From an optimization exercise on the open Yosys and OpenROAD flow, aimed at small area; shortcuts taken in it are not production practice. Where RTL was checked, it was by simulation tests only, not by an equivalence proof against the original. For runs 4 and 5, only the layout was checked, not whether the RTL still works. No activity file was given, so power comes from the tool's default toggle rates.

==> flow/run.sh <==
#!/bin/bash
# synth_recipe.tcl (not shown) runs the flow's synth.tcl, then flattens the netlist and writes it again
# the make line also repeats each setting of config.mk as NAME=value (left out here)
make -C /OpenROAD-flow-scripts/flow DESIGN_CONFIG=/design/flow/config.mk WORK_HOME=/design/flow/orfs CLKGATE_MAP_FILE= SYNTH_SCRIPT=/design/flow/synth_recipe.tcl finish
==> flow/config.mk <==
export PLATFORM = sky130hd
export DESIGN_NAME = controller
export DESIGN_NICKNAME = controller
export VERILOG_FILES = /design/flow/design.v
export SDC_FILE = /design/flow/constraint.sdc
export NUM_CORES = 4
export LEC_CHECK = 0
export CAP_MARGIN = 20
export CORE_MARGIN = 2
export CORE_UTILIZATION = 40
export SLEW_MARGIN = 20
==> flow/constraint.sdc <==
create_clock -name core_clock -period 10.0 [get_ports {clk}]
set_input_delay 2.0000 -clock core_clock [delete_from_list [all_inputs] [get_ports {clk}]]
set_output_delay 2.0000 -clock core_clock [all_outputs]
set_load 0.01 [all_outputs]
==> flow/design.v <==
`timescale 1ns / 1ps
module recieve(
input rxd,
input clk,
input ce,
input rst,
output [7:0] word,
output reg word_on_line);
reg [7:0] recieved_data_1;
reg [7:0] recieved_data;
reg [3:0] counter;
reg recieve_ready;
reg [7:0] recieved_data_1_n;
reg [7:0] recieved_data_n;
reg [3:0] counter_n;
reg word_on_line_n;
reg recieve_ready_n;
always @*
begin
    recieved_data_1_n = recieved_data_1;
    recieved_data_n = recieved_data;
    counter_n = counter;
    word_on_line_n = word_on_line;
    recieve_ready_n = recieve_ready;
    if (rst)
        begin
            recieved_data_n = 0;
            counter_n = 0;
            recieve_ready_n = 1;
            recieved_data_1_n = 0;
            word_on_line_n = 0;
        end
    else if (counter_n == 8 && rxd == 1 && recieve_ready_n == 0)  
        begin
            recieved_data_n = recieved_data_1_n;
            counter_n = 0;
            recieve_ready_n = 1;
            word_on_line_n = 1;
        end
    else if (rxd == 0 && counter_n == 0 && recieve_ready_n == 1)  
        begin
            recieve_ready_n = 0;
            word_on_line_n = 0;
        end
    else if (recieve_ready_n == 0 && counter_n < 8)  
        begin
            recieved_data_1_n = recieved_data_1_n >> 1;
            recieved_data_1_n[7] = rxd;
            counter_n = counter_n + 1;
            word_on_line_n = 0;
        end
    else
        word_on_line_n = 0;
end
always @(posedge clk)
    if (ce)
        begin
            recieved_data_1 <= recieved_data_1_n;
            recieved_data <= recieved_data_n;
            counter <= counter_n;
            word_on_line <= word_on_line_n;
            recieve_ready <= recieve_ready_n;
        end
assign word = recieved_data;
endmodule
`timescale 1ns / 1ps
module transmit(
input [7:0] word,
input clk,
input ce,
input rst,
input connection_status,
output reg transmit_ready,
output reg txd);
reg [7:0] transmissive_data;
reg [9:0] counter;
reg [7:0] transmissive_data_n;
reg [9:0] counter_n;
reg transmit_ready_n;
reg txd_n;
always @*
begin
    transmissive_data_n = transmissive_data;
    counter_n = counter;
    transmit_ready_n = transmit_ready;
    txd_n = txd;
    if (rst)
        begin
            txd_n = 1;
            counter_n = 0;
            transmissive_data_n = 0;
            transmit_ready_n = 1;
        end
    else if (connection_status)
        begin
            if (transmit_ready_n)
                begin
                    transmissive_data_n = word;
                    transmit_ready_n = 0;
                end
            else if (counter_n >= 10 && counter_n < 23)
                begin
                    txd_n = 1;
                    counter_n = counter_n + 1;
                end
            else if (counter_n == 23)
                begin
                    counter_n = 0;
                    transmit_ready_n = 1;
                    transmissive_data_n = 0;
                end
            else
                begin
                    if (counter_n == 0)
                        txd_n = 1;
                    else if (counter_n == 1)
                        txd_n = 0;
                    else
                        begin
                            txd_n = transmissive_data_n[0];
                            transmissive_data_n = transmissive_data_n >> 1;
                        end
                    counter_n = counter_n + 1;
                end
        end
    else
        begin
            txd_n = 1;
            counter_n = 0;
            transmit_ready_n = 1;
        end
end
always @(posedge clk)
    if (ce)
        begin
            transmissive_data <= transmissive_data_n;
            counter <= counter_n;
            transmit_ready <= transmit_ready_n;
            txd <= txd_n;
        end
endmodule
`timescale 1ns / 1ps
module echo_mode(
input clk,
input ce,
input rst,
input SW,
input rxd,
output txd,
output [7:0] word
);
reg connection_status;
reg [9:0] counter;
reg connection_status_n;
reg [9:0] counter_n;
wire word_on_line;
wire transmit_ready;
recieve uut3 (
    .rxd(rxd),
    .clk(clk),
    .ce(ce),
    .rst(rst),
    .word(word),
    .word_on_line(word_on_line)
);
transmit uut2 (
    .word(word),
    .clk(clk),
    .ce(ce),
    .rst(rst),
    .connection_status(connection_status),
    .txd(txd),
    .transmit_ready(transmit_ready)
);
always @*
begin
    connection_status_n = connection_status;
    counter_n = counter;
    if (rst)
        begin
            connection_status_n = 0;
            counter_n = 0;
        end
    else if (!SW)
        begin
            if (word_on_line)              
                begin
                    connection_status_n = 1;
                    counter_n = 0;
                end
            else if (transmit_ready && counter_n > 1)
                connection_status_n = 0;
            counter_n = counter_n + 1;
        end
end
always @(posedge clk)
    if (ce)
        begin
            connection_status <= connection_status_n;
            counter <= counter_n;
        end
endmodule
`timescale 1ns / 1ps
module message_mode(
input clk,
input ce,
input rst,
input SW,
output txd,
output [7:0] word
);
reg [95:0] str;
reg [32:0] counter;
reg connection_status;
reg [7:0] char;
reg [95:0] str_n;
reg [32:0] counter_n;
reg connection_status_n;
reg [7:0] char_n;
wire transmit_ready;
transmit uut1 (
    .word(word),
    .clk(clk),
    .ce(ce),
    .rst(rst),
    .connection_status(connection_status),
    .txd(txd),
    .transmit_ready(transmit_ready)
);
always @*
begin
    str_n = str;
    counter_n = counter;
    connection_status_n = connection_status;
    char_n = char;
    if (rst)
        begin
            str_n = "hello world!";
            connection_status_n = 0;
            counter_n = 0;
            char_n = 0;
        end
    if (SW)
        begin
            if (counter_n > 12 && transmit_ready && counter_n < 15000)
                begin
                    connection_status_n = 0;
                    counter_n = counter_n + 1;
                end
            else if (counter_n >= 15000)
                begin
                    counter_n = 0;
                    connection_status_n = 0;
                    str_n = "hello world!";
                end
            else if (transmit_ready && counter_n < 13)
                begin
                    connection_status_n = 1;
                    char_n = str_n[95:88];
                    str_n = str_n << 8;
                    counter_n = counter_n + 1;
                end
        end
end
always @(posedge clk)
    if (ce)
        begin
            str <= str_n;
            counter <= counter_n;
            connection_status <= connection_status_n;
            char <= char_n;
        end
assign word = char;
endmodule
`timescale 1ns / 1ps
module controller(
input clk,
input SW,
input rst,
input rxd,
output reg txd,
output [7:0] LD
);
reg [31:0] counter;
wire freq_tick = (counter == 99);
wire txd_1;
wire txd_2;
echo_mode echo(
    .clk(clk),
    .ce(freq_tick),
    .rst(rst),
    .SW(SW),
    .rxd(rxd),
    .word(LD),
    .txd(txd_1)
);
message_mode uut (
    .clk(clk),
    .ce(freq_tick),
    .rst(rst),
    .SW(SW),
    .txd(txd_2),
    .word()
);
always @(posedge clk)
begin
    if (rst)
        counter <= 99;
    else if (counter == 0)
        counter <= 99;
    else
        counter <= counter - 1;
end
always @(posedge clk)
begin
    if (rst)
        txd <= 1'b1;
    else if (SW)
        txd <= txd_2;
    else
        txd <= txd_1;
end
endmodule
==> qor.yml, run 1 <==
final_max_slew_viol_count: 0
critPathTopFamily: "simple AND/OR/NAND/NOR gates"
num_vias: 7596
clock_latency_ns: 0.54
synth-edff-count: 211
crit_chain: "buf_4 -> nor2b_1 -> inv_1 -> ha_1 -> nor2_1 -> nor4b_1 -> nand3_2 -> a21oi_1 -> a21oi_1"
max-vdd-ir-drop_mv: 0.145
reg2reg_depth: 6
clk_pin_slew_ns: 0.06
synth_flop_cell: "edfxtp_1"
cts_tree: "built"
portBuffers: 12
cts_hold_buf: 0
diodes: 0
cellPowerDensity_nw_per_um2: 203
worst_setup_path_start_kind: "input port"
grt_max_degree: 73
setup_viol: 0
synth.avg_cell_area_um2: 11.2
route.antenna.remaining_nets: 0
grt_pass1_wl_um: 37100
die-area_um2: 29900
area_growth_pct: 11.1
min_from: "counter[0]$_SDFF_PP1_"
drv_cap: 0
rows: 61
cp_data_arrival_time_ns: 4.78
ios: 13
synth_cell_types: 64
layout.cells.most_common: "edfxtp_1"
hold_ws_ns: 0.431
die_w_um: 173
drt_pass1_iterations: 6
cp_slowest_stage_delay_ns: 0.80
ys.warnings.count: 5
grt_setup_unrepaired: "no"
grt_pass1_vias: 7390
path_class: "in -> reg"
synth_area_leaders: "edfxtp_1 56%, dfxtp_1 5.8%, nor2_1 5.2%"
post_cts_buffers: 0
die-height_um: 173
multiInputGateArea_um2: 4130
yosys.area.top_type: "edfxtp_1"
cts-buffers-inserted: 27
ctsHtreeMaxLevel: 1
max_freq_ghz: 0.220
skew_ns: 0.0196
cp.buffers_inverters: 2
dp_hpwl_um: 12700
wl_per_cell_um: 15.6
cp_max_fo: 56
initial_core_util_pct: 40.8
hold_end: "counter[0]$_SDFF_PP1_"
numClockSinks: 244
startpoint: "rst"
viasPerCell: 5.40
synth-seq-cells: 244
clockBufferDepth: 3
core_area_um2: 27900
netlist_instances: 1015
final.setup.tns_ns: 0
fin_crit_ns: 4.54
rr_endpoint: "uut.str[22]$_DFFE_PP_"
syn_nets: 1035
final_cell_mix: "211 x edfxtp_1, 157 x nor2_1, 81 x nand2_1"
cpMaxStageDelayCell: "nand3_2"
r2r-start: "counter[17]$_SDFF_PP0_"
gr-total-overflow: 0
globalRouteTotalUtil_pct: 14.5
async_flop_share_pct: 0
synth_area_um2: 11400
hp-class: "reg -> reg"
finalWeightedCongestion: 0.775
cts-root-buf: "clkbuf_16"
relSlewSlack_pct: 29.5
drc: 0
totalWireLength_um: 21900
r2r_slack_ns: 5.48
antenna_found_initial: 0
status: "timing/DRC/antenna clean"
p_leak_nw: 4.31
drt_iter0_drc: 622
period_share_pct: 45.4
setup.worst_path.end_class: "flip-flop"
final_nets: 1028
num-fill-cells: 2603
required_ns: 10.24
crit_top_cell: "a21oi_1"
post_cts_resized: 0
register_area_um2: 7000
total_power_mw: 2.58
yosysTopAreaCellShare_pct: 55.6
hold_viol_final: 0
drive_above_1_share_pct: 5.84
yosysSeqAreaShare_pct: 61.4
holdPathStages: 1
tightest_slew_ns: 1.06
==> metrics by stage <==
| stage | setup WS (ns) | area, um^2 | std cells | utilization [%] |
|---|---|---|---|---|
| finish | 5.46 | 12700 | 1406 | 45.4 |
| global route | 5.12 | 12700 | 1406 | 45.4 |
| CTS | 5.39 | 12700 | 1406 | 45.4 |
| detailed placement | 4.92 | 11800 | 1357 | 42.4 |
| global placement | 5.00 | 11800 | 1357 | 42.4 |
| floorplan | 4.68 | 11400 | 1015 | - |
==> how the worst max path moves through the flow <==
| stage | depth (start not counted) | to | slack [ns] |
|---|---|---|---|
| 3_5_place_dp | 9 | uut.str[25]$_DFFE_PP_ | 4.92 |
| 2_1_floorplan | 7 | echo.uut2.transmit_ready$_SDFFCE_PP1P_ | 4.68 |
| 6_report | 9 | uut.str[25]$_DFFE_PP_ | 5.46 |
| 4_1_cts | 6 | uut.str[22]$_DFFE_PP_ | 5.39 |
| 3_3_place_gp | 9 | uut.str[19]$_DFFE_PP_ | 5.00 |
| 5_1_grt | 9 | uut.str[25]$_DFFE_PP_ | 5.12 |
==> flip-flops by register name (all words and copies together), names as in the netlist, 10 cells and up <==
| register | count |
|---|---|
| counter | 32 |
| echo.uut2.counter | 10 |
| uut.uut1.counter | 10 |
| uut.str | 96 |
| uut.counter | 33 |
| echo.counter | 10 |
==> where the power goes <==
part           switching, mW  total (mW)  internal (mW)
clock                  0.391       0.936          0.545
sequential            0.0777        1.36           1.28
combinational          0.188       0.285         0.0969
total                  0.657        2.58           1.92
==> final cells by class <==
| cell class | instances | area share [%] |
|---|---|---|
| Clock buffer | 34 | 5.54 |
| Multi-Input combinational cell | 696 | 32.6 |
| Sequential cell | 244 | 55.2 |
| Inverter | 21 | 0.662 |
| Clock inverter | 15 | 0.948 |
| Timing Repair Buffer | 18 | 1.28 |
| Tap cell | 378 | 3.73 |
==> Yosys cell counts (21+ instances only) <==
cell / n
nand3_1: 27
o22ai_1: 30
inv_1: 21
nor2b_1: 32
clkbuf_1: 44
and2_1: 27
nor2_1: 157
edfxtp_1: 211
a22oi_1: 55
dfxtp_1: 33
a21oi_1: 37
xnor2_1: 30
nand2_1: 81
and3_1: 26
nor3_1: 24
==> cell families (layout without fill, tap and decap cells) <==
group | Yosys count | after routing | share of synthesized area (%)
fa+ha+maj | 16 | 16 | 1.76
simple gates | 446 | 446 | 19.5
xor+xnor | 50 | 50 | 3.84
flops | 244 | 244 | 61.4
compound gates | 183 | 183 | 11.0
mux | 1 | 1 | 0.0878
buf+inv | 75 | 88 | 2.52
==> layer usage <==
| layer | up-vias | GRT usage, % | wire, um |
|---|---|---|---|
| li1 | 3739 | - | - |
| met5 | - | 0 | 0 |
| met1 | 3708 | 21.2 | 10900 |
| met3 | 33 | 2.33 | 838 |
| met2 | 116 | 22.3 | 9710 |
| met4 | 0 | 3.99 | 471 |
==> run 2, diff against run 1 <==
==> flow/design.v (replaced) <==
`timescale 1ns / 1ps
module recieve(
input rxd,
input clk,
input ce,
input rst,
output reg [7:0] word,
output word_on_line);
reg [7:0] shift;
reg [3:0] state;
assign word_on_line = (state == 4'd9);
always @(posedge clk)
    if (ce)
        begin
            if (rst)
                state <= 4'd15;
            else if (state[3] == 1'b0)
                state <= state + 4'd1;
            else if (state == 4'd8)
                state <= rxd ? 4'd9 : 4'd8;
            else
                state <= rxd ? 4'd15 : 4'd0;
        end
always @(posedge clk)
    if (ce && state[3] == 1'b0)
        shift <= {rxd, shift[7:1]};
always @(posedge clk)
    if (ce)
        begin
            if (rst)
                word <= 8'd0;
            else if (state == 4'd8 && rxd)
                word <= shift;
        end
endmodule
`timescale 1ns / 1ps
module transmit(
input clk,
input ce,
input rst,
input connection_status,
output transmit_ready,
output start_bit,
output data_bit,
output [2:0] bit_index
);
reg [4:0] state;
assign transmit_ready = (state == 5'd4);
assign start_bit = (state == 5'd7);
assign data_bit = (state[4:3] == 2'b01);
assign bit_index = state[2:0];
always @(posedge clk)
    if (ce)
        begin
            if (rst || !connection_status || state == 5'd28)
                state <= 5'd4;
            else
                state <= state + 5'd1;
        end
endmodule
`timescale 1ns / 1ps
module echo_mode(
input clk,
input ce,
input rst,
input SW,
input rxd,
output txd,
output [7:0] word
);
reg connection_status;
reg [9:0] counter;       
reg [7:0] data;
wire word_on_line;
wire transmit_ready;
wire start_bit;
wire data_bit;
wire [2:0] bit_index;
recieve rx (
    .rxd(rxd),
    .clk(clk),
    .ce(ce),
    .rst(rst),
    .word(word),
    .word_on_line(word_on_line)
);
transmit tx (
    .clk(clk),
    .ce(ce),
    .rst(rst),
    .connection_status(connection_status),
    .transmit_ready(transmit_ready),
    .start_bit(start_bit),
    .data_bit(data_bit),
    .bit_index(bit_index)
);
assign txd = !(start_bit || (data_bit && !data[bit_index]));
always @(posedge clk)
    if (ce && transmit_ready && connection_status)
        data <= word;
always @(posedge clk)
    if (ce)
        begin
            if (rst)
                connection_status <= 1'b0;
            else if (!SW)
                begin
                    if (word_on_line)
                        connection_status <= 1'b1;
                    else if (transmit_ready && counter[9:1] != 9'd0)
                        connection_status <= 1'b0;
                end
        end
always @(posedge clk)
    if (ce && !rst && !SW)
        counter <= word_on_line ? 10'd1 : counter + 10'd1;
endmodule
`timescale 1ns / 1ps
module message_mode(
input clk,
input ce,
input rst,
input SW,
output txd
);
reg [13:0] counter;
reg adv;
wire transmit_ready;
wire start_bit;
wire data_bit;
wire [2:0] bit_index;
wire connection_status = (counter != 14'd0) && (counter <= 14'd13);
transmit tx (
    .clk(clk),
    .ce(ce),
    .rst(rst),
    .connection_status(connection_status),
    .transmit_ready(transmit_ready),
    .start_bit(start_bit),
    .data_bit(data_bit),
    .bit_index(bit_index)
);
reg [7:0] ch;
always @*
    case (counter[3:0] - {3'd0, adv})
        4'd1:  ch = "h";
        4'd2:  ch = "e";
        4'd3:  ch = "l";
        4'd4:  ch = "l";
        4'd5:  ch = "o";
        4'd6:  ch = " ";
        4'd7:  ch = "w";
        4'd8:  ch = "o";
        4'd9:  ch = "r";
        4'd10: ch = "l";
        4'd11: ch = "d";
        4'd12: ch = "!";
        default: ch = 8'd0;
    endcase
assign txd = !(start_bit || (data_bit && !ch[bit_index]));
always @(posedge clk)
    if (ce && transmit_ready && connection_status)
        adv <= SW;
always @(posedge clk)
    if (ce)
        begin
            if (rst)
                counter <= (SW && transmit_ready) ? 14'd1 : 14'd0;
            else if (SW)
                begin
                    if (counter == 14'd15000)
                        counter <= 14'd0;
                    else if (transmit_ready)
                        counter <= counter + 14'd1;
                end
        end
endmodule
`timescale 1ns / 1ps
module controller(
input clk,
input SW,
input rst,
input rxd,
output reg txd,
output [7:0] LD
);
reg [6:0] div;
wire tick = div[6] & div[5] & div[1] & div[0];    
wire txd_1;
wire txd_2;
always @(posedge clk)
    if (rst || tick)
        div <= rst ? 7'd99 : 7'd0;
    else
        div <= div + 7'd1;
echo_mode echo(
    .clk(clk),
    .ce(tick),
    .rst(rst),
    .SW(SW),
    .rxd(rxd),
    .word(LD),
    .txd(txd_1)
);
message_mode msg(
    .clk(clk),
    .ce(tick),
    .rst(rst),
    .SW(SW),
    .txd(txd_2)
);
always @(posedge clk)
    if (rst)
        txd <= 1'b1;
    else
        txd <= SW ? txd_2 : txd_1;
endmodule
--- a/flow/config.mk
+++ b/flow/config.mk
@@ -5,6 +5,7 @@
 export SDC_FILE = /design/flow/constraint.sdc
 export NUM_CORES = 4
 export LEC_CHECK = 0
+export ABC_AREA = 1
 export CAP_MARGIN = 20
 export CORE_MARGIN = 2
 export CORE_UTILIZATION = 40
==> run 2 against run 1 <==
  * Still clean on timing, DRC and antenna
  * Count of clock-buffer cells in the layout is 25 lower
  * Register-to-register slack better by 1.9 ns
  * Clock skew is 0.0030 ns lower
  * Final cell count is 59% lower
  * Global-route usage is 0.19 points higher
  * Synthesized area is 66% lower
  * First-iteration DRC count is 77% lower
  * Critical endpoint is now echo.counter[2]$_SDFFCE_PP0P_
  * Highest routed layer unchanged
==> qor.yml, run 2 <==
yosysTopAreaCellShare_pct: 50.0  # -5.6 points
final_cell_mix: "85 x nand2_1, 64 x edfxtp_1, 61 x inv_1"
core_area_um2: 9280  # -67%
final_max_slew_viol_count: 0  # unchanged
path_class: "in -> reg"
setup.worst_path.end_class: "flip-flop"
tightest_slew_ns: 0.860  # -0.198 ns
grt_pass1_vias: 2586  # -65%
final.setup.tns_ns: 0  # unchanged
cp_data_arrival_time_ns: 3.96  # -0.82 ns
synth.avg_cell_area_um2: 9.11  # -19%
final_core_util_pct: 46.8  # +1.4 points
grt_max_degree: 18  # -75%
ctsHtreeMaxLevel: 3  # +2
drive_above_1_share_pct: 7.67  # +1.8 points
grt_pass1_wl_um: 12000  # -68%
max-vdd-ir-drop_mv: 0.0882  # -39%
diodes: 0  # unchanged
die-area_um2: 10400  # -65%
numClockSinks: 72  # -70%
netlist_instances: 422  # -58%
ios: 13  # unchanged
status: "timing/DRC/antenna clean"
synthTopCellsByCount: "85 x nand2_1, 64 x edfxtp_1, 61 x inv_1"
viasPerCell: 4.85  # -10%
ys.warnings.count: 5  # unchanged
p_leak_nw: 1.79  # -58%
largest_reg_flops: 14  # -85%
cts_hold_buf: 0  # unchanged
post_cts_buffers: 0  # unchanged
grt_setup_unrepaired: "no"
clk_pin_slew_ns: 0.09  # +0.03 ns
totalWireLength_um: 6870  # -69%
crit_chain: "clkdlybuf4s50_1 -> inv_1 -> nand2_1 -> nor2_1"
final_nets: 456  # -56%
hold_viol_final: 0  # unchanged
globalRouteTotalUtil_pct: 14.7  # +0.19 points
wl_per_cell_um: 12.0  # -23%
drv_cap: 0  # unchanged
cts-root-buf: "clkbuf_8"
cellPowerDensity_nw_per_um2: 173  # -15%
hold_ws_ns: 0.434  # +0.00363 ns
route.antenna.remaining_nets: 0  # unchanged
finalWeightedCongestion: 0.847  # +9.3%
area_growth_pct: 12.9
required_ns: 9.96  # -0.28 ns
rows: 35  # -43%
cts_tree: "built"
yosys.area.top_type: "edfxtp_1"
hp-class: "reg -> reg"
drc: 0  # unchanged
top_regs: "msg.counter (14), echo.counter (10)"
setup_viol: 0  # unchanged
period_share_pct: 39.9  # -5.4 points
synth-edff-count: 64  # -70%
max_freq_ghz: 0.250  # +14%
critPathTopFamily: "buffers and inverters"
largest-register: "msg.counter"
synth_flop_cell: "edfxtp_1"
fin_crit_ns: 3.99  # -0.544 ns
cp_max_fo: 16  # -71%
yosysMostFrequentCell: "nand2_1"
clock_latency_ns: 0.34  # -0.20 ns
synth_area_leaders: "edfxtp_1 50%, nand2_1 8.3%, inv_1 6.0%"
yosysSeqAreaShare_pct: 54.1  # -7.2 points
cp_slowest_stage_delay_ns: 0.72  # -0.08 ns
worst_setup_path_start_kind: "input port"
clockBufferDepth: 2  # -1
skew_ns: 0.0167  # -0.00298 ns
drt_pass1_iterations: 5  # -1
num-fill-cells: 922  # -65%
drt_iter0_drc: 140  # -77%
synth_cell_types: 35  # -45%
antenna_found_initial: 0  # unchanged
relSlewSlack_pct: 42.5  # +13 points
gr-total-overflow: 0  # unchanged
layout.cells.most_common: "nand2_1"
synth_area_um2: 3850  # -66%
cpMaxStageDelayCell: "clkdlybuf4s50_1"
synth-seq-cells: 72  # -70%
num_vias: 2773  # -63%
async_flop_share_pct: 0  # unchanged
cp.buffers_inverters: 2  # unchanged
initial_core_util_pct: 41.4  # +0.61 points
portBuffers: 12  # unchanged
die_w_um: 102  # -41%
post_cts_resized: 0  # unchanged
total_power_mw: 0.751  # -71%
dp_hpwl_um: 5100  # -60%
die-height_um: 102  # -41%
syn_nets: 440  # -57%
cts-buffers-inserted: 9  # -67%
run 2: changes by cell type in the layout (fill, tap and decap cells not counted), sizes merged, moves of 30 or more:
| cell | before | now |
|---|---|---|
| nor2 | 157 | 63 |
| o22ai | 30 | 0 |
| a22oi | 55 | 0 |
| nor2b | 32 | 0 |
| inv | 22 | 63 |
| edfxtp | 211 | 64 |
run 2: path summary, 6_finish.rpt:
| path | cells after the start | slack (ns) | endpoint | startpoint |
|---|---|---|---|---|
| max | 4 | 6.01 | echo.counter[2]$_SDFFCE_PP0P_ | rst |
| min | 0 | 0.43 | echo.data[1]$_DFFE_PP_ | echo.rx.word[1]$_SDFFCE_PP0P_ |
| max reg2reg | 8 | 7.42 | msg.counter[7]$_SDFFCE_PP0P_ | msg.counter[1]$_SDFFCE_PP0P_ |
| min reg2reg | 0 | 0.43 | echo.data[1]$_DFFE_PP_ | echo.rx.word[1]$_SDFFCE_PP0P_ |
run 2: per-stage QoR:
step	instances	cell area (um^2)	setup slack, ns
finish	572	4340	6.01
global route	572	4340	5.78
floorplan	422	3850	6.59
detailed placement	556	4100	5.60
CTS	572	4340	5.97
global placement	556	4100	5.66
run 2: layer usage:
metal	routed length, um	GRT usage [%]	vias up
met5	0	0	-
met4	60	4.00	0
met3	221	3.49	4
met2	3050	22.2	47
met1	3540	21.2	1279
li1	-	-	1443
run 2: cells by family (layout without fill, tap and decap cells):
logic type | Yosys count | after routing | synth area share [%]
AND/OR/NAND/NOR | 216 | 216 | 26.2
flip-flops | 72 | 72 | 54.1
buffers and inverters | 69 | 90 | 6.80
AO/OA/AOI/OAI | 43 | 43 | 6.51
adder cells (fa/ha/maj) | 14 | 14 | 4.55
XOR/XNOR | 8 | 8 | 1.82
run 2: power breakdown:
group / total (mW) / leakage, nW / switching (mW) / internal, mW
Sequential: 0.377 / 0.654 / 0.0198 / 0.357
Combinational: 0.0964 / 1.02 / 0.0632 / 0.0331
Clock: 0.278 / 0.116 / 0.112 / 0.166
run 2: worst register-to-register path, delay by kind of cell, from the launching register on:
family,cells,cell delay (ns)
fa+ha+maj,1,0.26
buf+inv,2,0.65
flops,1,0.49
simple gates,5,0.81
run 2: cell type report:
type / instances / area, um^2 / share of cell area (%)
Clock buffer: 9 / 124 / 2.85
Clock inverter: 7 / 119 / 2.74
Inverter: 62 / 233 / 5.36
Multi-Input combinational cell: 281 / 1500 / 34.6
Sequential cell: 72 / 2080 / 48.0
Tap cell: 129 / 161 / 3.72
Timing Repair Buffer: 12 / 120 / 2.77
==> run 3, diff against run 2 <==
--- a/flow/config.mk
+++ b/flow/config.mk
@@ -5,7 +5,6 @@
 export SDC_FILE = /design/flow/constraint.sdc
 export NUM_CORES = 4
 export LEC_CHECK = 0
-export ABC_AREA = 1
 export CAP_MARGIN = 20
 export CORE_MARGIN = 2
 export CORE_UTILIZATION = 40
==> run 3 against run 2 <==
  * Via count down 0.87%
  * Clock skew fell by 0.0025 ns
  * Worst hold slack got worse by 0.019 ns
  * Still clean on timing, DRC and antenna
==> qor.yml, run 3 <==
area_growth_pct: 10.7
ios: 13  # unchanged
globalRouteTotalUtil_pct: 14.3  # -0.34 points
finalWeightedCongestion: 0.797  # -5.8%
cellPowerDensity_nw_per_um2: 166  # -4.4%
crit_chain: "clkdlybuf4s50_1 -> inv_1 -> o41ai_4 -> nor2b_1 -> nor2_2"
final_core_util_pct: 45.2  # -1.5 points
status: "timing/DRC/antenna clean"
yosysMostFrequentCell: "edfxtp_1"
max_freq_ghz: 0.231  # -7.7%
core_area_um2: 9680  # +4.3%
period_share_pct: 43.3  # +3.3 points
largest_reg_flops: 14  # unchanged
post_cts_buffers: 0  # unchanged
synth_area_um2: 3960  # +2.9%
cts-buffers-inserted: 9  # unchanged
max-vdd-ir-drop_mv: 0.109  # +24%
tightest_slew_ns: 0.816  # -0.0439 ns
cts_tree: "built"
grt_pass1_wl_um: 11900  # -0.74%
wl_per_cell_um: 13.8  # +15%
route.antenna.remaining_nets: 0  # unchanged
dp_hpwl_um: 4930  # -3.4%
grt_setup_unrepaired: "no"
synth-seq-cells: 72  # unchanged
holdPathStages: 1  # +1
final_max_slew_viol_count: 0  # unchanged
drv_cap: 0  # unchanged
final_cell_mix: "64 x edfxtp_1, 43 x nor2_1, 29 x nand2_1"
drc: 0  # unchanged
final.setup.tns_ns: 0  # unchanged
path_class: "in -> reg"
drt_iter0_drc: 162  # +16%
die_w_um: 103  # +1.4%
die-area_um2: 10700  # +2.8%
totalWireLength_um: 7220  # +5.1%
post_cts_resized: 0  # unchanged
syn_nets: 396  # -10%
clk_pin_slew_ns: 0.08  # about the same
clock_latency_ns: 0.35  # about the same
portBuffers: 12  # unchanged
clockBufferDepth: 2  # unchanged
hold_ws_ns: 0.415  # -0.0193 ns
viasPerCell: 5.27  # +8.6%
cts_hold_buf: 0  # unchanged
required_ns: 9.97  # about the same
relSlewSlack_pct: 45.4  # +3.0 points
top_regs: "msg.counter (14), echo.counter (10)"
synth_flop_cell: "edfxtp_1"
ys.warnings.count: 5  # unchanged
grt_max_degree: 24  # +6
fin_crit_ns: 4.33  # +0.332 ns
cp_max_fo: 19  # +3
cpMaxStageDelayCell: "clkdlybuf4s50_1"
initial_core_util_pct: 40.9  # -0.56 points
yosysSeqAreaShare_pct: 52.6  # -1.5 points
synthTopCellsByCount: "64 x edfxtp_1, 44 x nor2_1, 29 x nand2_1"
hold_viol_final: 0  # unchanged
largest-register: "msg.counter"
async_flop_share_pct: 0  # unchanged
p_leak_nw: 1.50  # -16%
skew_ns: 0.0142  # -0.00247 ns
synth_cell_types: 48  # +37%
cp_slowest_stage_delay_ns: 0.91  # +0.19 ns
place_inst: 506  # -9.0%
layout.cells.most_common: "edfxtp_1"
stdcell_count: 522  # -8.7%
synth-edff-count: 64  # unchanged
netlist_instances: 378  # -10%
grt_pass1_vias: 2507  # -3.1%
synth.avg_cell_area_um2: 10.5  # +15%
synth_area_leaders: "edfxtp_1 49%, ha_1 4.4%, xor2_1 4.2%"
setup_viol: 0  # unchanged
diodes: 0  # unchanged
drive_above_1_share_pct: 6.94  # -0.73 points
cts-root-buf: "clkbuf_8"
numClockSinks: 72  # unchanged
cp_data_arrival_time_ns: 4.30  # +0.34 ns
antenna_found_initial: 0  # unchanged
final_nets: 402  # -12%
yosysTopAreaCellShare_pct: 48.6  # -1.4 points
yosys.area.top_type: "edfxtp_1"
die-height_um: 103  # +1.4%
reg2reg_depth: 5  # -3
worst_setup_path_start_kind: "input port"
drt_pass1_iterations: 4  # -1
gr-total-overflow: 0  # unchanged
num_vias: 2749  # -0.87%
hp-class: "reg -> reg"
ctsHtreeMaxLevel: 3  # unchanged
setup.worst_path.end_class: "flip-flop"
rows: 36  # +2.9%
==> run 3: kinds of logic (layout without fill, tap and decap cells) <==
| family | Yosys count | count (layout) | synth area share, % |
|---|---|---|---|
| adder cells (fa/ha/maj) | 14 | 14 | 4.43 |
| XOR/XNOR | 28 | 28 | 6.20 |
| flip-flops | 72 | 72 | 52.6 |
| multiplexers | 2 | 2 | 1.14 |
| buffers and inverters | 34 | 45 | 3.60 |
| AND/OR/NAND/NOR | 159 | 159 | 20.2 |
| AO/OA/AOI/OAI | 69 | 69 | 11.8 |
==> run 3: critical path: cells and delay by family <==
| kind | cells | cell delay [ns] |
|---|---|---|
| AOI/OAI and AO/OA | 1 | 0.26 |
| buffers and inverters | 2 | 1.30 |
| and+or+nand+nor | 2 | 0.73 |
==> run 3: final cells by class <==
cell class	count	area (um^2)
inverter	16	60.1
clock buffer	9	124
multi-input combinational	272	1740
timing repair buffer	13	128
fill	908	5300
tap	133	166
sequential	72	2080
clock inverter	7	86.3
==> run 3: through the flow <==
step                total power [mW]  worst slack (ns)  area [um^2]
detailed placement             0.488              5.02         4170
CTS                            0.733              5.40         4380
global placement               0.485              5.09         4170
floorplan                      0.458              6.30         3960
finish                         0.725              5.67         4380
global route                   0.760              5.44         4380
==> run 3: metal layers <==
layer | GRT usage, % | part of all wire, %
met1 | 19.9 | 49
met2 | 22.7 | 47
met3 | 3.36 | 3.1
met4 | 3.64 | 1.0
met5 | 0 | 0
==> run 3: final timing paths <==
| path | startpoint | endpoint | slack [ns] |
|---|---|---|---|
| worst max register to register | msg.counter[3]$_SDFFCE_PP0P_ | msg.counter[5]$_SDFFCE_PP0P_ | 6.74 |
| worst min register to register | div[0]$_DFF_P_ | div[0]$_DFF_P_ | 0.42 |
| worst max-delay path | rst | msg.counter[5]$_SDFFCE_PP0P_ | 5.67 |
| worst min-delay path | div[0]$_DFF_P_ | div[0]$_DFF_P_ | 0.42 |
==> run 3: where the power goes <==
| part | switching [mW] | leakage, nW | internal, mW |
|---|---|---|---|
| sequential | 0.0259 | 0.654 | 0.357 |
| clock | 0.124 | 0.104 | 0.121 |
| combinational | 0.0569 | 0.739 | 0.0410 |
==> run 4, diff against run 3 <==
--- a/flow/design.v
+++ b/flow/design.v
@@ -69,7 +69,7 @@
 output [7:0] word
 );
 reg connection_status;
-reg [9:0] counter;       
+reg [9:0] counter;
 reg [7:0] data;
 wire word_on_line;
 wire transmit_ready;
@@ -113,7 +113,7 @@
         end
 always @(posedge clk)
     if (ce && !rst && !SW)
-        counter <= word_on_line ? 10'd1 : counter + 10'd1;
+        counter <= word_on_line ? 10'd1 : {counter[8:0], counter[9] ^ counter[6] ^ (counter[8:0] == 9'd0)};
 endmodule
 `timescale 1ns / 1ps
 module message_mode(
@@ -123,13 +123,16 @@
 input SW,
 output txd
 );
-reg [13:0] counter;
+reg [9:0] hi;
+reg [3:0] lo;
 reg adv;
 wire transmit_ready;
 wire start_bit;
 wire data_bit;
 wire [2:0] bit_index;
-wire connection_status = (counter != 14'd0) && (counter <= 14'd13);
+wire at_end = (hi == 10'b1111010000) && (lo == 4'd8);      
+wire connection_status = (hi == 10'd0) && (lo != 4'd0) && (lo <= 4'd13);
+wire step = SW && (transmit_ready || at_end);
 transmit tx (
     .clk(clk),
     .ce(ce),
@@ -142,7 +145,7 @@
 );
 reg [7:0] ch;
 always @*
-    case (counter[3:0] - {3'd0, adv})
+    case (lo - {3'd0, adv})
         4'd1:  ch = "h";
         4'd2:  ch = "e";
         4'd3:  ch = "l";
@@ -165,14 +168,17 @@
     if (ce)
         begin
             if (rst)
-                counter <= (SW && transmit_ready) ? 14'd1 : 14'd0;
-            else if (SW)
-                begin
-                    if (counter == 14'd15000)
-                        counter <= 14'd0;
-                    else if (transmit_ready)
-                        counter <= counter + 14'd1;
-                end
+                lo <= (SW && transmit_ready) ? 4'd1 : 4'd0;
+            else if (step)
+                lo <= at_end ? 4'd0 : lo + 4'd1;
+        end
+always @(posedge clk)
+    if (ce)
+        begin
+            if (rst)
+                hi <= 10'd0;
+            else if (step && (lo == 4'd15 || at_end))
+                hi <= at_end ? 10'd0 : {hi[8:0], ~(hi[9] ^ hi[6])};
         end
 endmodule
 `timescale 1ns / 1ps
@@ -185,14 +191,14 @@
 output [7:0] LD
 );
 reg [6:0] div;
-wire tick = div[6] & div[5] & div[1] & div[0];    
+wire tick = (div == 7'b1110001);
 wire txd_1;
 wire txd_2;
 always @(posedge clk)
-    if (rst || tick)
-        div <= rst ? 7'd99 : 7'd0;
+    if (rst)
+        div <= 7'b1110001;
     else
-        div <= div + 7'd1;
+        div <= {div[5:0], div[6] ^ div[5] ^ tick};
 echo_mode echo(
     .clk(clk),
     .ce(tick),
--- a/flow/config.mk
+++ b/flow/config.mk
@@ -5,6 +5,7 @@
 export SDC_FILE = /design/flow/constraint.sdc
 export NUM_CORES = 4
 export LEC_CHECK = 0
+export ABC_AREA = 1
 export CAP_MARGIN = 20
 export CORE_MARGIN = 2
 export CORE_UTILIZATION = 40
==> run 4 against run 3 <==
  * Still clean
  * Count of clock-buffer cells in the layout grew 1
  * Final cell count is 4.0% lower
  * Combinational power is about 60% lower
  * Die area fell by 9.5%
  * Sequential share of layout area rose by 4.7 points
  * Utilization rose by 0.67 points
  * Largest cell class unchanged
==> qor.yml, run 4 <==
drc: 0  # unchanged
r2r_slack_ns: 7.17  # +0.43 ns
die-height_um: 98.4  # -4.9%
initial_core_util_pct: 41.1  # +0.22 points
drv_cap: 0  # unchanged
path_class: "in -> reg"
synth_flop_cell: "edfxtp_1"
totalWireLength_um: 6140  # -15%
synthTopCellsByCount: "70 x inv_1, 64 x edfxtp_1, 60 x nand2_1"
cts-root-buf: "clkbuf_8"
syn_nets: 388  # -2.0%
async_flop_share_pct: 0  # unchanged
post_cts_resized: 0  # unchanged
yosysMostFrequentCell: "inv_1"
final_area_um2: 3990  # -9.1%
hp-class: "reg -> reg"
clock_latency_ns: 0.34  # about the same
synth_area_leaders: "edfxtp_1 54%, inv_1 7.4%, nand2_1 6.3%"
reg2reg_depth: 6  # +1
yosysTopAreaCellShare_pct: 53.9  # +5.3 points
total_power_mw: 0.601  # -17%
dp_hpwl_um: 4450  # -9.7%
cp_data_arrival_time_ns: 4.32  # +0.02 ns
viasPerCell: 4.86  # -7.7%
grt_pass1_vias: 2298  # -8.3%
hold_ws_ns: 0.429  # +0.0144 ns
cts_hold_buf: 0  # unchanged
setup_viol: 0  # unchanged
globalRouteTotalUtil_pct: 13.4  # -0.91 points
final_max_slew_viol_count: 0  # unchanged
route.antenna.remaining_nets: 0  # unchanged
r2r-start: "msg.lo[1]$_SDFFCE_PP0P_"
layout.cells.most_common: "inv_1"
synth_top_family_by_area: "simple AND/OR/NAND/NOR gates"
ios: 13  # unchanged
core_area_um2: 8680  # -10%
setup.worst_path.end_class: "flip-flop"
required_ns: 9.98  # about the same
netlist_instances: 371  # -1.9%
grt_setup_unrepaired: "no"
synth_compound_area_share_pct: 5.93  # -5.9 points
hold_viol_final: 0  # unchanged
gr-total-overflow: 0  # unchanged
period_share_pct: 43.4  # +0.17 points
ys.warnings.count: 5  # unchanged
synthAdderAreaFrac_pct: 4.56  # +0.14 points
cts-buffers-inserted: 9  # unchanged
tightest_slew_ns: 0.759  # -0.0570 ns
die-area_um2: 9690  # -9.5%
fin_crit_ns: 4.34  # +0.0171 ns
crit_end: "msg.hi[8]$_SDFFCE_PP0P_"
die_w_um: 98.4  # -4.9%
drt_iter0_drc: 92  # -43%
synth_xor_area_share_pct: 1.96  # -4.2 points
drt_pass1_iterations: 4  # unchanged
drive_above_1_share_pct: 8.14  # +1.2 points
top_regs: "echo.counter (10), msg.hi (10)"
post_dp_cell_area_um2: 3800  # -8.9%
final.setup.tns_ns: 0  # unchanged
synth_cell_types: 36  # -25%
numClockSinks: 72  # unchanged
yosysSeqAreaShare_pct: 58.4  # +5.8 points
post_cts_buffers: 0  # unchanged
status: "timing/DRC/antenna clean"
synthMuxAreaShare_pct: 0  # -1.1 points
yosys.area_share.simple_pct: 20.4  # +0.15 points
grt_pass1_wl_um: 10200  # -14%
cellPowerDensity_nw_per_um2: 151  # -8.8%
finalWeightedCongestion: 0.829  # +4.0%
synth_area_um2: 3570  # -9.9%
yosys.area.top_type: "edfxtp_1"
ctsHtreeMaxLevel: 3  # unchanged
skew_ns: 0.00798  # -0.00621 ns
startpoint: "rst"
synth.avg_cell_area_um2: 9.61  # -8.2%
rr_endpoint: "msg.hi[8]$_SDFFCE_PP0P_"
cts_tree: "built"
final_nets: 405  # +0.75%
clk_pin_slew_ns: 0.07  # about the same
portBuffers: 12  # unchanged
synth-seq-cells: 72  # unchanged
p_leak_nw: 1.70  # +14%
antenna_found_initial: 0  # unchanged
final_cell_mix: "70 x inv_1, 64 x edfxtp_1, 60 x nand2_1"
num_vias: 2436  # -11%
cp_max_fo: 21  # +2
grt_max_degree: 22  # -8.3%
wl_per_cell_um: 12.3  # -11%
synth-edff-count: 64  # unchanged
relSlewSlack_pct: 49.2  # +3.8 points
max_freq_ghz: 0.230  # -0.39%
rows: 34  # -5.6%
max-vdd-ir-drop_mv: 0.0888  # -19%
area_growth_pct: 11.8
diodes: 0  # unchanged
worst_setup_path_start_kind: "input port"
clockBufferDepth: 2  # unchanged
==> run 4: cell types whose count changed after synthesis, moves of 5 or more <==
cell      change
inv_1        +55
nand2_1      +31
nor2b_1      -18
xor2_1       -15
a21oi_1      -11
nor3_1        -7
and3_1        -6
clkbuf_1      -6
nor2_1        +6
and2_1        -5
buf_2         -5
nand3_1       +5
or3_1         -5
xnor2_1       -5
==> run 4: cell families after synthesis <==
logic type               after synthesis
AO/OA/AOI/OAI                         35
buffers and inverters                 80
XOR/XNOR                               8
adder cells (fa/ha/maj)               13
AND/OR/NAND/NOR                      163
flip-flops                            72
==> run 4: metal layers <==
layer  up-vias  global-route usage [%]  wire length [um]
met1      1146                    16.4              2790
li1       1244                       -                 -
met4         0                    7.17               121
met2        36                    21.7              3080
met5         -                       0                 0
met3        10                    3.62               145
==> run 4: per-stage QoR <==
stage | util, % | worst slack (ns) | instances
2_1_floorplan | - | 6.64 | 371
3_3_place_gp | 43.7 | 5.31 | 485
3_5_place_dp | 43.8 | 5.25 | 485
4_1_cts | 45.9 | 5.62 | 501
5_1_grt | 45.9 | 5.33 | 501
6_report | 45.9 | 5.66 | 501
==> run 4: how the worst min path moves through the flow <==
stage | from | to | slack, ns | cells past startpoint
3_3_place_gp | div[3]$_SDFF_PP0_ | div[4]$_SDFF_PP1_ | 0.41 | 2
3_5_place_dp | div[0]$_SDFF_PP1_ | div[1]$_SDFF_PP0_ | 0.42 | 2
4_1_cts | div[2]$_SDFF_PP0_ | div[3]$_SDFF_PP0_ | 0.43 | 2
6_report | div[2]$_SDFF_PP0_ | div[3]$_SDFF_PP0_ | 0.43 | 2
5_1_grt | div[2]$_SDFF_PP0_ | div[3]$_SDFF_PP0_ | 0.45 | 2
2_1_floorplan | div[3]$_SDFF_PP0_ | div[4]$_SDFF_PP1_ | 0.40 | 2
==> run 4: critical path, cell delays in order <==
cell	delay (ns)
clkdlybuf4s50_1	0.96
inv_1	0.35
o41ai_4	0.23
o21ai_1	0.14
nor2_1	0.62
==> run 4: area by class of cell <==
type                    count  area (um^2)
fillers                   823         4690
flip-flops and latches     72         2080
multi-input cells         219         1170
inverters                  72          270
repair buffers             14          135
well taps                 108          135
clock buffers              10          128
clock inverters             6         60.1
==> run 4: power by group <==
| group | internal (mW) | switching, mW |
|---|---|---|
| combinational | 0.0144 | 0.0247 |
| clock | 0.114 | 0.106 |
| sequential | 0.336 | 0.00633 |
| total | 0.464 | 0.137 |
==> run 5, diff against run 4 <==
==> flow/flow/run.sh (new file) <==
#!/bin/bash
# Standard ORFS layout (the standard.sh, standard synthesis unchanged) with
# clock tree synthesis told not to add dummy loads and small port buffers.
set -euo pipefail
export CTS_ARGS="-sink_clustering_enable -repair_clock_nets -dont_use_dummy_load"
export BUFFER_PORTS_ARGS="-buffer_cell sky130_fd_sc_hd__buf_1"
bash standard.sh > standard.log 2>&1
==> flow/standard.sh (new file) <==
#!/bin/bash
# synth_recipe.tcl (not shown) runs the flow's synth.tcl, then flattens the netlist and writes it again
# the make line also repeats each setting of config.mk as NAME=value (left out here)
make -C /OpenROAD-flow-scripts/flow DESIGN_CONFIG=/design/flow/config.mk WORK_HOME=/design/flow/orfs CLKGATE_MAP_FILE= SYNTH_SCRIPT=/design/flow/synth_recipe.tcl "${@:-finish}"
removed: flow/run.sh
==> run 5 against run 4 <==
  * Still clean on timing, DRC and antenna
  * Sequential cell count did not move
  * Final area down 3.3%
  * Non-clock buffer count is 1 higher
  * Highest routed layer unchanged
==> qor.yml, run 5 <==
synth-seq-cells: 72  # unchanged
cts-root-buf: "clkbuf_8"
grt_pass1_wl_um: 10800  # +5.7%
drive_above_1_share_pct: 6.98  # -1.2 points
path_class: "in -> reg"
final_cell_mix: "70 x inv_1, 64 x edfxtp_1, 60 x nand2_1"
wl_per_cell_um: 12.5  # +2.4%
required_ns: 9.96  # -0.02 ns
initial_core_util_pct: 41.1  # unchanged
fin_crit_ns: 3.59  # -0.757 ns
total_power_mw: 0.552  # -8.1%
ctsHtreeMaxLevel: 3  # unchanged
route.antenna.remaining_nets: 0  # unchanged
clock_latency_ns: 0.34  # about the same
stdcell_count: 495  # -1.2%
synth-edff-count: 64  # unchanged
core_area_um2: 8680  # unchanged
synth_area_um2: 3570  # unchanged
syn_nets: 388  # unchanged
cellPowerDensity_nw_per_um2: 143  # -5.0%
place_inst: 486  # +0.21%
yosysSeqAreaShare_pct: 58.4  # unchanged
cpMaxStageDelayCell: "nor2_1"
period_share_pct: 35.9  # -7.6 points
clk_pin_slew_ns: 0.06  # about the same
die_w_um: 98.4  # unchanged
finalWeightedCongestion: 0.892  # +7.6%
max_freq_ghz: 0.279  # +21%
status: "timing/DRC/antenna clean"
gr-total-overflow: 0  # unchanged
area_growth_pct: 8.07
yosysMostFrequentCell: "inv_1"
cts_tree: "built"
cp.buffers_inverters: 3  # +1
die-area_um2: 9690  # unchanged
synthTopCellsByCount: "70 x inv_1, 64 x edfxtp_1, 60 x nand2_1"
post_cts_buffers: 0  # unchanged
clockBufferDepth: 2  # unchanged
cts_hold_buf: 0  # unchanged
grt_max_degree: 22  # unchanged
drv_cap: 0  # unchanged
dp_hpwl_um: 4590  # +3.2%
drc: 0  # unchanged
hold_viol_final: 0  # unchanged
max-vdd-ir-drop_mv: 0.0633  # -29%
async_flop_share_pct: 0  # unchanged
final_max_slew_viol_count: 0  # unchanged
cts-buffers-inserted: 9  # unchanged
numClockSinks: 72  # unchanged
ys.warnings.count: 5  # unchanged
die-height_um: 98.4  # unchanged
netlist_instances: 371  # unchanged
cp_data_arrival_time_ns: 3.54  # -0.78 ns
num_vias: 2390  # -1.9%
diodes: 0  # unchanged
totalWireLength_um: 6210  # +1.2%
antenna_found_initial: 0  # unchanged
viasPerCell: 4.83  # -0.70%
tightest_slew_ns: 0.799  # +0.0402 ns
yosys.area.top_type: "edfxtp_1"
grt_setup_unrepaired: "no"
synth_flop_cell: "edfxtp_1"
post_cts_resized: 0  # unchanged
hp-class: "reg -> reg"
relSlewSlack_pct: 46.5  # -2.7 points
num-fill-cells: 849  # +3.2%
synth_area_leaders: "edfxtp_1 54%, inv_1 7.4%, nand2_1 6.3%"
critPathTopFamily: "simple AND/OR/NAND/NOR gates"
drt_pass1_iterations: 6  # +2
yosysTopAreaCellShare_pct: 53.9  # unchanged
p_leak_nw: 1.65  # -3.3%
grt_pass1_vias: 2370  # +3.1%
final.setup.tns_ns: 0  # unchanged
cp_slowest_stage_delay_ns: 0.66  # -0.30 ns
setup_viol: 0  # unchanged
portBuffers: 12  # unchanged
crit_chain: "buf_1 -> buf_4 -> inv_1 -> o41ai_4 -> o21ai_1 -> nor2_1"
layout.cells.most_common: "inv_1"
top_regs: "echo.counter (10), msg.hi (10)"
rows: 34  # unchanged
final_nets: 406  # +0.25%
setup.worst_path.end_class: "flip-flop"
worst_setup_path_start_kind: "input port"
cp_max_fo: 21  # unchanged
synth_cell_types: 36  # unchanged
globalRouteTotalUtil_pct: 13.8  # +0.43 points
ios: 13  # unchanged
drt_iter0_drc: 114  # +24%
skew_ns: 0.0140  # +0.00603 ns
synth.avg_cell_area_um2: 9.61  # unchanged
==> run 5: cell counts after synthesis <==
No cell type changed its count.
==> run 5: cells by family after synthesis <==
kind of cell	Yosys count	share of synthesized area, %
XOR/XNOR	8	1.96
AND/OR/NAND/NOR	163	20.4
buffers and inverters	80	8.81
flip-flops	72	58.4
AO/OA/AOI/OAI	35	5.93
adder cells (fa/ha/maj)	13	4.56
==> run 5: report_power, final <==
group | switching [mW] | internal (mW) | total [mW]
Sequential | 0.00618 | 0.336 | 0.342
Clock | 0.0925 | 0.0803 | 0.173
Combinational | 0.0249 | 0.0124 | 0.0373
Total | 0.124 | 0.429 | 0.552
==> run 5: metrics by stage <==
stage                     instance area (um^2)  hold slack, ns  util, %  setup slack [ns]
after floorplan                           3570           0.400        -              6.64
after global placement                    3720           0.411     42.9              6.13
after detailed placement                  3720           0.410     42.9              6.03
after CTS                                 3850           0.410     44.3              6.37
after global routing                      3850           0.446     44.4              6.21
final                                     3850           0.414     44.4              6.41
==> run 5: path summary, 6_finish.rpt <==
check	end	slack, ns	start	depth (start not counted)
worst max register to register	msg.hi[7]$_SDFFCE_PP0P_	7.09	msg.lo[1]$_SDFFCE_PP0P_	6
worst min register to register	div[1]$_SDFF_PP0_	0.41	div[0]$_SDFF_PP1_	2
worst max-delay path	msg.hi[7]$_SDFFCE_PP0P_	6.41	rst	6
worst min-delay path	div[1]$_SDFF_PP0_	0.41	div[0]$_SDFF_PP1_	2
==> run 5: worst reg2reg max path, stage by stage (launching register included) <==
cell      delay (ns)
edfxtp_1        0.50
inv_2           0.17
ha_1            0.19
nand2_1         0.09
o41ai_4         0.75
o21ai_1         0.17
nor2_1          0.66
==> run 5: cell type report <==
class	count	area, um^2	share of cell area, %
multi-input cells	219	1170	30.5
clock buffers	9	124	3.21
well taps	108	135	3.51
inverters	72	270	7.01
repair buffers	15	67.6	1.75
flip-flops and latches	72	2080	54.0
==> run 5: layer usage <==
layer	share of wire (%)	wire length (um)	global-route usage, %
met1	45	2810	17.3
met2	51	3150	23.7
met3	2.9	181	3.05
met4	1.2	75	5.16
met5	0	0	0
==> run 6, diff against run 5 <==
--- a/flow/design.v
+++ b/flow/design.v
@@ -40,19 +40,21 @@
 input rst,
 input connection_status,
 output transmit_ready,
+output last_step,
 output start_bit,
 output data_bit,
 output [2:0] bit_index
 );
 reg [4:0] state;
 assign transmit_ready = (state == 5'd4);
+assign last_step = (state == 5'd28);
 assign start_bit = (state == 5'd7);
 assign data_bit = (state[4:3] == 2'b01);
 assign bit_index = state[2:0];
 always @(posedge clk)
     if (ce)
         begin
-            if (rst || !connection_status || state == 5'd28)
+            if (rst || !connection_status || last_step)
                 state <= 5'd4;
             else
                 state <= state + 5'd1;
@@ -90,6 +92,7 @@
     .rst(rst),
     .connection_status(connection_status),
     .transmit_ready(transmit_ready),
+    .last_step(),
     .start_bit(start_bit),
     .data_bit(data_bit),
     .bit_index(bit_index)
@@ -129,6 +132,7 @@
 wire transmit_ready;
 wire start_bit;
 wire data_bit;
+wire last_step;
 wire [2:0] bit_index;
 wire at_end = (hi == 10'b1111010000) && (lo == 4'd8);      
 wire connection_status = (hi == 10'd0) && (lo != 4'd0) && (lo <= 4'd13);
@@ -139,38 +143,77 @@
     .rst(rst),
     .connection_status(connection_status),
     .transmit_ready(transmit_ready),
+    .last_step(last_step),
     .start_bit(start_bit),
     .data_bit(data_bit),
     .bit_index(bit_index)
 );
-reg [7:0] ch;
+reg rom;
 always @*
-    case (lo - {3'd0, adv})
-        4'd1:  ch = "h";
-        4'd2:  ch = "e";
-        4'd3:  ch = "l";
-        4'd4:  ch = "l";
-        4'd5:  ch = "o";
-        4'd6:  ch = " ";
-        4'd7:  ch = "w";
-        4'd8:  ch = "o";
-        4'd9:  ch = "r";
-        4'd10: ch = "l";
-        4'd11: ch = "d";
-        4'd12: ch = "!";
-        default: ch = 8'd0;
+    case ({lo, bit_index})
+        7'b0001011: rom = 1'b1;
+        7'b0001101: rom = 1'b1;
+        7'b0001110: rom = 1'b1;
+        7'b0010000: rom = 1'b1;
+        7'b0010010: rom = 1'b1;
+        7'b0010101: rom = 1'b1;
+        7'b0010110: rom = 1'b1;
+        7'b0011010: rom = 1'b1;
+        7'b0011011: rom = 1'b1;
+        7'b0011101: rom = 1'b1;
+        7'b0011110: rom = 1'b1;
+        7'b0100010: rom = 1'b1;
+        7'b0100011: rom = 1'b1;
+        7'b0100101: rom = 1'b1;
+        7'b0100110: rom = 1'b1;
+        7'b0101000: rom = 1'b1;
+        7'b0101001: rom = 1'b1;
+        7'b0101010: rom = 1'b1;
+        7'b0101011: rom = 1'b1;
+        7'b0101101: rom = 1'b1;
+        7'b0101110: rom = 1'b1;
+        7'b0110101: rom = 1'b1;
+        7'b0111000: rom = 1'b1;
+        7'b0111001: rom = 1'b1;
+        7'b0111010: rom = 1'b1;
+        7'b0111100: rom = 1'b1;
+        7'b0111101: rom = 1'b1;
+        7'b0111110: rom = 1'b1;
+        7'b1000000: rom = 1'b1;
+        7'b1000001: rom = 1'b1;
+        7'b1000010: rom = 1'b1;
+        7'b1000011: rom = 1'b1;
+        7'b1000101: rom = 1'b1;
+        7'b1000110: rom = 1'b1;
+        7'b1001001: rom = 1'b1;
+        7'b1001100: rom = 1'b1;
+        7'b1001101: rom = 1'b1;
+        7'b1001110: rom = 1'b1;
+        7'b1010010: rom = 1'b1;
+        7'b1010011: rom = 1'b1;
+        7'b1010101: rom = 1'b1;
+        7'b1010110: rom = 1'b1;
+        7'b1011010: rom = 1'b1;
+        7'b1011101: rom = 1'b1;
+        7'b1011110: rom = 1'b1;
+        7'b1100000: rom = 1'b1;
+        7'b1100101: rom = 1'b1;
+        default: rom = 1'b0;
     endcase
-assign txd = !(start_bit || (data_bit && !ch[bit_index]));
+assign txd = !(start_bit || (data_bit && !rom));
 always @(posedge clk)
     if (ce && transmit_ready && connection_status)
         adv <= SW;
+wire load_defer = transmit_ready && connection_status && (lo != 4'd13);
 always @(posedge clk)
     if (ce)
         begin
             if (rst)
                 lo <= (SW && transmit_ready) ? 4'd1 : 4'd0;
-            else if (step)
-                lo <= at_end ? 4'd0 : lo + 4'd1;
+            else if (SW && at_end)
+                lo <= 4'd0;
+            else if ((SW && transmit_ready && !load_defer) || (last_step && adv))
+                lo <= lo + 4'd1;
         end
 always @(posedge clk)
     if (ce)
==> run 6 against run 5 <==
  * Combinational power down 1%
  * Via count fell by 5.1%
  * Still clean
  * Total power decreased by 0.24%
  * Count of clock-buffer cells in the layout unchanged
  * Non-clock buffer count is 1 lower
  * Synthesized cell count is 3.0% lower
  * Routed wire length is 5.0% lower
  * Utilization shrank 0.51 points
  * Critical path type unchanged
  * Worst hold slack better by 0.0086 ns
  * Critical path depth fell by 1
  * Final area decreased by 2.1%
  * Sequential power is essentially flat
==> qor.yml, run 6 <==
status: "timing/DRC/antenna clean"
globalRouteTotalUtil_pct: 13.4  # -0.40 points
yosysMostFrequentCell: "edfxtp_1"
p_leak_nw: 1.58  # -4.3%
viasPerCell: 4.68  # -3.0%
stdcell_count: 484  # -2.2%
max-vdd-ir-drop_mv: 0.0573  # -9.4%
cp_data_arrival_time_ns: 4.12  # +0.58 ns
setup_viol: 0  # unchanged
hold_viol_final: 0  # unchanged
synth_cell_types: 35  # -2.8%
die-height_um: 97.5  # -0.99%
post_cts_resized: 0  # unchanged
grt_pass1_wl_um: 10100  # -6.3%
die-area_um2: 9500  # -2.0%
diodes: 0  # unchanged
top_regs: "echo.counter (10), msg.hi (10)"
cts-root-buf: "clkbuf_8"
drv_cap: 0  # unchanged
synthTopCellsByCount: "64 x edfxtp_1, 61 x nand2_1, 55 x inv_1"
rows: 34  # unchanged
fin_crit_ns: 4.18  # +0.592 ns
relSlewSlack_pct: 36.5  # -10 points
core_area_um2: 8590  # -0.98%
ios: 13  # unchanged
route.antenna.remaining_nets: 0  # unchanged
place_inst: 475  # -2.3%
final_nets: 394  # -3.0%
cts-buffers-inserted: 9  # unchanged
synth-seq-cells: 72  # unchanged
cp_max_fo: 20  # -4.8%
area_growth_pct: 7.99  # about the same
grt_setup_unrepaired: "no"
yosysSeqAreaShare_pct: 59.6  # +1.2 points
cts_hold_buf: 0  # unchanged
tightest_slew_ns: 0.953  # +0.154 ns
synth.avg_cell_area_um2: 9.70  # +0.96%
hp-class: "reg -> reg"
synth_area_um2: 3490  # -2.0%
skew_ns: 0.0309  # +0.0169 ns
cellPowerDensity_nw_per_um2: 146  # +1.9%
yosys.area.top_type: "edfxtp_1"
totalWireLength_um: 5900  # -5.0%
clockBufferDepth: 2  # unchanged
dp_hpwl_um: 4260  # -7.1%
clk_pin_slew_ns: 0.07  # about the same
ctsHtreeMaxLevel: 3  # unchanged
finalWeightedCongestion: 0.811  # -9.1%
drive_above_1_share_pct: 9.57  # +2.6 points
worst_setup_path_start_kind: "input port"
drc: 0  # unchanged
portBuffers: 12  # unchanged
async_flop_share_pct: 0  # unchanged
gr-total-overflow: 0  # unchanged
numClockSinks: 72  # unchanged
yosysTopAreaCellShare_pct: 55.0  # +1.1 points
grt_max_degree: 21  # -4.5%
initial_core_util_pct: 40.7  # -0.44 points
period_share_pct: 41.8  # +5.9 points
final.setup.tns_ns: 0  # unchanged
synth-edff-count: 64  # unchanged
required_ns: 9.94  # -0.02 ns
post_cts_buffers: 0  # unchanged
clock_latency_ns: 0.34  # about the same
final_max_slew_viol_count: 0  # unchanged
ys.warnings.count: 5  # unchanged
drt_iter0_drc: 104  # -8.8%
wl_per_cell_um: 12.2  # -2.8%
cts_tree: "built"
max_freq_ghz: 0.239  # -14%
synth_flop_cell: "edfxtp_1"
netlist_instances: 360  # -3.0%
path_class: "in -> reg"
synth_area_leaders: "edfxtp_1 55%, nand2_1 6.6%, inv_1 5.9%"
num_vias: 2267  # -5.1%
drt_pass1_iterations: 4  # -2
layout.cells.most_common: "edfxtp_1"
setup.worst_path.end_class: "flip-flop"
final_cell_mix: "64 x edfxtp_1, 61 x nand2_1, 55 x inv_1"
grt_pass1_vias: 2115  # -11%
die_w_um: 97.5  # -0.99%
antenna_found_initial: 0  # unchanged
syn_nets: 376  # -3.1%
==> run 6: cell count changes in the layout (fill, tap and decap cells not counted), sizes merged, moves of 3 or more <==
cell    before  now
o21ai       16   10
nor4         5    1
inv         72   64
clkinv       0    3
nor2        52   57
==> run 6: cells by family after synthesis <==
family          count (synthesis)  synth area share [%]
simple gates                  164                  20.7
buf+inv                        74                  8.38
flops                          72                  59.6
compound gates                 31                  5.27
fa+ha+maj                      12                  4.30
xor+xnor                        7                  1.76
==> run 6: metal layers <==
layer / routed length (um) / track usage, %
met3: 179 / 3.96
met4: 87 / 4.91
met5: 0 / 0
met1: 3070 / 19.5
met2: 2560 / 19.2
==> run 6: layout make-up <==
class                           count  area [um^2]
Clock buffer                        9          124
Fill cell                         826         4820
Inverter                           67          253
Multi-Input combinational cell    214         1120
Sequential cell                    72         2080
Tap cell                          108          135
Timing Repair Buffer               14         60.1
==> run 6: worst max-delay path, cell delays in order <==
cell	delay (ns)
buf_1	0.68
inv_2	0.24
nand2_2	0.33
nand2_1	0.11
a21oi_1	0.75
==> run 6: metrics by stage <==
stage	total power, mW	worst slack [ns]	hold WS, ns	util (%)	cell area [um^2]
floorplan	0.377	6.76	0.400	-	3490
global placement	0.386	5.58	0.408	42.5	3650
detailed placement	0.387	5.47	0.412	42.5	3650
CTS	0.555	5.81	0.422	43.9	3770
global route	0.577	5.57	0.447	43.9	3770
finish	0.551	5.82	0.423	43.9	3770
==> run 6: report_power, final <==
group / internal, mW / total (mW) / switching (mW)
Sequential: 0.337 / 0.343 / 0.00672
Combinational: 0.0120 / 0.0369 / 0.0249
Clock: 0.0801 / 0.171 / 0.0905
Total: 0.429 / 0.551 / 0.122
==> run 6: path summary, 6_finish.rpt <==
| check | start | end | slack [ns] | cells after the start |
|---|---|---|---|---|
| max | rst | msg.hi[3]$_SDFFCE_PP0P_ | 5.82 | 5 |
| min | div[0]$_SDFF_PP1_ | div[1]$_SDFF_PP0_ | 0.42 | 2 |
| max reg2reg | msg.lo[0]$_DFFE_PP_ | msg.hi[3]$_SDFFCE_PP0P_ | 7.32 | 8 |
| min reg2reg | div[0]$_SDFF_PP1_ | div[1]$_SDFF_PP0_ | 0.42 | 2 |
==> run 7, diff against run 6 <==
==> flow/run.sh (new file) <==
#!/bin/bash
# synth_recipe.tcl (not shown) runs the flow's synth.tcl, then flattens the netlist and writes it again
# the make line also repeats each setting of config.mk as NAME=value (left out here)
make -C /OpenROAD-flow-scripts/flow DESIGN_CONFIG=/design/flow/config.mk WORK_HOME=/design/flow/orfs CLKGATE_MAP_FILE= SYNTH_SCRIPT=/design/flow/synth_recipe.tcl finish
removed: flow/flow/run.sh
removed: flow/standard.sh
==> run 7 against run 6 <==
  * Still clean
  * Routed wire length increased by 0.27%
  * Clock skew decreased by 0.024 ns
  * Total power grew 11%
  * Critical path depth unchanged
  * Global-route usage increased by 0.074 points
  * First-iteration DRC count down 12%
  * Non-clock buffer count is the same
  * Sequential cell count stayed put
  * Largest cell class unchanged
==> qor.yml, run 7 <==
status: "timing/DRC/antenna clean"
core_area_um2: 8590  # unchanged
synth_top_family_by_area: "simple AND/OR/NAND/NOR gates"
final_max_slew_viol_count: 0  # unchanged
globalRouteTotalUtil_pct: 13.5  # +0.074 points
synth_cell_types: 35  # unchanged
synth-edff-count: 64  # unchanged
portBuffers: 12  # unchanged
syn_nets: 376  # unchanged
viasPerCell: 4.74  # +1.1%
period_share_pct: 43.3  # +1.5 points
totalWireLength_um: 5920  # +0.27%
wl_per_cell_um: 12.1  # -1.2%
cts_tree: "built"
rows: 34  # unchanged
yosysTopAreaCellShare_pct: 55.0  # unchanged
final.setup.tns_ns: 0  # unchanged
drc: 0  # unchanged
num_vias: 2325  # +2.6%
worst_setup_path_start_kind: "input port"
grt_max_degree: 21  # unchanged
top_regs: "echo.counter (10), msg.hi (10)"
skew_ns: 0.00699  # -0.0239 ns
grt_pass1_vias: 2194  # +3.7%
tightest_slew_ns: 0.893  # -0.0593 ns
post_cts_resized: 0  # unchanged
synth_area_um2: 3490  # unchanged
cp_data_arrival_time_ns: 4.30  # +0.18 ns
hp-class: "reg -> reg"
drv_cap: 0  # unchanged
synth_area_leaders: "edfxtp_1 55%, nand2_1 6.6%, inv_1 5.9%"
ctsHtreeMaxLevel: 3  # unchanged
clock_latency_ns: 0.34  # about the same
yosys.area.top_type: "edfxtp_1"
cts-root-buf: "clkbuf_8"
grt_setup_unrepaired: "no"
ys.warnings.count: 5  # unchanged
area_growth_pct: 12.2
final_nets: 394  # unchanged
clockBufferDepth: 2  # unchanged
gr-total-overflow: 0  # unchanged
drt_iter0_drc: 92  # -12%
synth.avg_cell_area_um2: 9.70  # unchanged
finalWeightedCongestion: 0.782  # -3.6%
cts_hold_buf: 0  # unchanged
max-vdd-ir-drop_mv: 0.0689  # +20%
yosysMostFrequentCell: "edfxtp_1"
relSlewSlack_pct: 40.4  # +4.0 points
num-fill-cells: 839  # +1.6%
initial_core_util_pct: 40.7  # unchanged
netlist_instances: 360  # unchanged
synth-seq-cells: 72  # unchanged
place_inst: 475  # unchanged
synthAdderAreaFrac_pct: 4.30  # unchanged
yosysSeqAreaShare_pct: 59.6  # unchanged
clk_pin_slew_ns: 0.08  # about the same
synthMuxAreaShare_pct: 0  # unchanged
total_power_mw: 0.611  # +11%
cellPowerDensity_nw_per_um2: 156  # +6.8%
post_cts_buffers: 0  # unchanged
route.antenna.remaining_nets: 0  # unchanged
cp_max_fo: 20  # unchanged
stdcell_count: 491  # +1.4%
synth_compound_area_share_pct: 5.27  # unchanged
setup_viol: 0  # unchanged
synthTopCellsByCount: "64 x edfxtp_1, 61 x nand2_1, 55 x inv_1"
numClockSinks: 72  # unchanged
path_class: "in -> reg"
drt_pass1_iterations: 4  # unchanged
layout.cells.most_common: "edfxtp_1"
grt_pass1_wl_um: 10300  # +1.2%
async_flop_share_pct: 0  # unchanged
hold_viol_final: 0  # unchanged
hold_ws_ns: 0.427  # +0.00367 ns
max_freq_ghz: 0.231  # -3.5%
fin_crit_ns: 4.33  # +0.152 ns
final_cell_mix: "64 x edfxtp_1, 61 x nand2_1, 55 x inv_1"
yosys.area_share.simple_pct: 20.7  # unchanged
drive_above_1_share_pct: 11.0  # +1.4 points
diodes: 0  # unchanged
synth_xor_area_share_pct: 1.76  # unchanged
dp_hpwl_um: 4310  # +1.0%
setup.worst_path.end_class: "flip-flop"
synth_flop_cell: "edfxtp_1"
antenna_found_initial: 0  # unchanged
final_core_util_pct: 45.6  # +1.7 points
ios: 13  # unchanged
die-height_um: 97.5  # unchanged
required_ns: 9.97  # +0.03 ns
die_w_um: 97.5  # unchanged
cts-buffers-inserted: 9  # unchanged
p_leak_nw: 1.65  # +4.3%
die-area_um2: 9500  # unchanged
## run 7: layout make-up
class | instances | area, um^2 | share of cell area (%)
sequential | 72 | 2080 | 53.1
multi-input combinational | 214 | 1120 | 28.5
inverter | 67 | 253 | 6.45
clock buffer | 11 | 141 | 3.61
timing repair buffer | 14 | 135 | 3.45
tap | 108 | 135 | 3.45
clock inverter | 5 | 56.3 | 1.44
## run 7: layer usage
layer	GRT usage (%)	wire (um)	share of wire, %
met1	18.9	3070	52
met2	20.0	2560	43
met3	2.37	175	3.0
met4	7.37	111	1.9
met5	0	0	0
## run 7: report_power, final
part	switching, mW	leakage (nW)	total [mW]	internal [mW]
sequential	0.00678	0.648	0.343	0.336
combinational	0.0251	0.898	0.0394	0.0143
clock	0.107	0.0997	0.229	0.122
## run 7: kinds of logic (layout without fill, tap and decap cells)
family	Yosys count	after routing
and+or+nand+nor	164	164
buffers and inverters	74	97
DFF	72	72
AOI/OAI and AO/OA	31	31
adders and majority gates	12	12
xor gates and xnor gates	7	7
## run 7: worst max-delay path, cell delays in order
cell,delay [ns]
clkdlybuf4s50_1,0.94
inv_2,0.22
nand2_2,0.30
nand2_1,0.12
a21oi_1,0.71
## run 7: path summary, 6_finish.rpt
kind / from / cells past startpoint / slack, ns / end
hold / removal: div[0]$_SDFF_PP1_ / 2 / 0.43 / div[1]$_SDFF_PP0_
hold reg to reg: div[0]$_SDFF_PP1_ / 2 / 0.43 / div[1]$_SDFF_PP0_
setup reg to reg: msg.lo[0]$_DFFE_PP_ / 8 / 7.38 / msg.hi[1]$_SDFFCE_PP0P_
setup / recovery: rst / 5 / 5.67 / msg.hi[1]$_SDFFCE_PP0P_
## run 7: per-stage QoR
stage               setup slack, ns  area [um^2]
detailed placement             5.22         3720
finish                         5.67         3920
global placement               5.28         3720
floorplan                      6.76         3490
global route                   5.34         3920
CTS                            5.59         3920
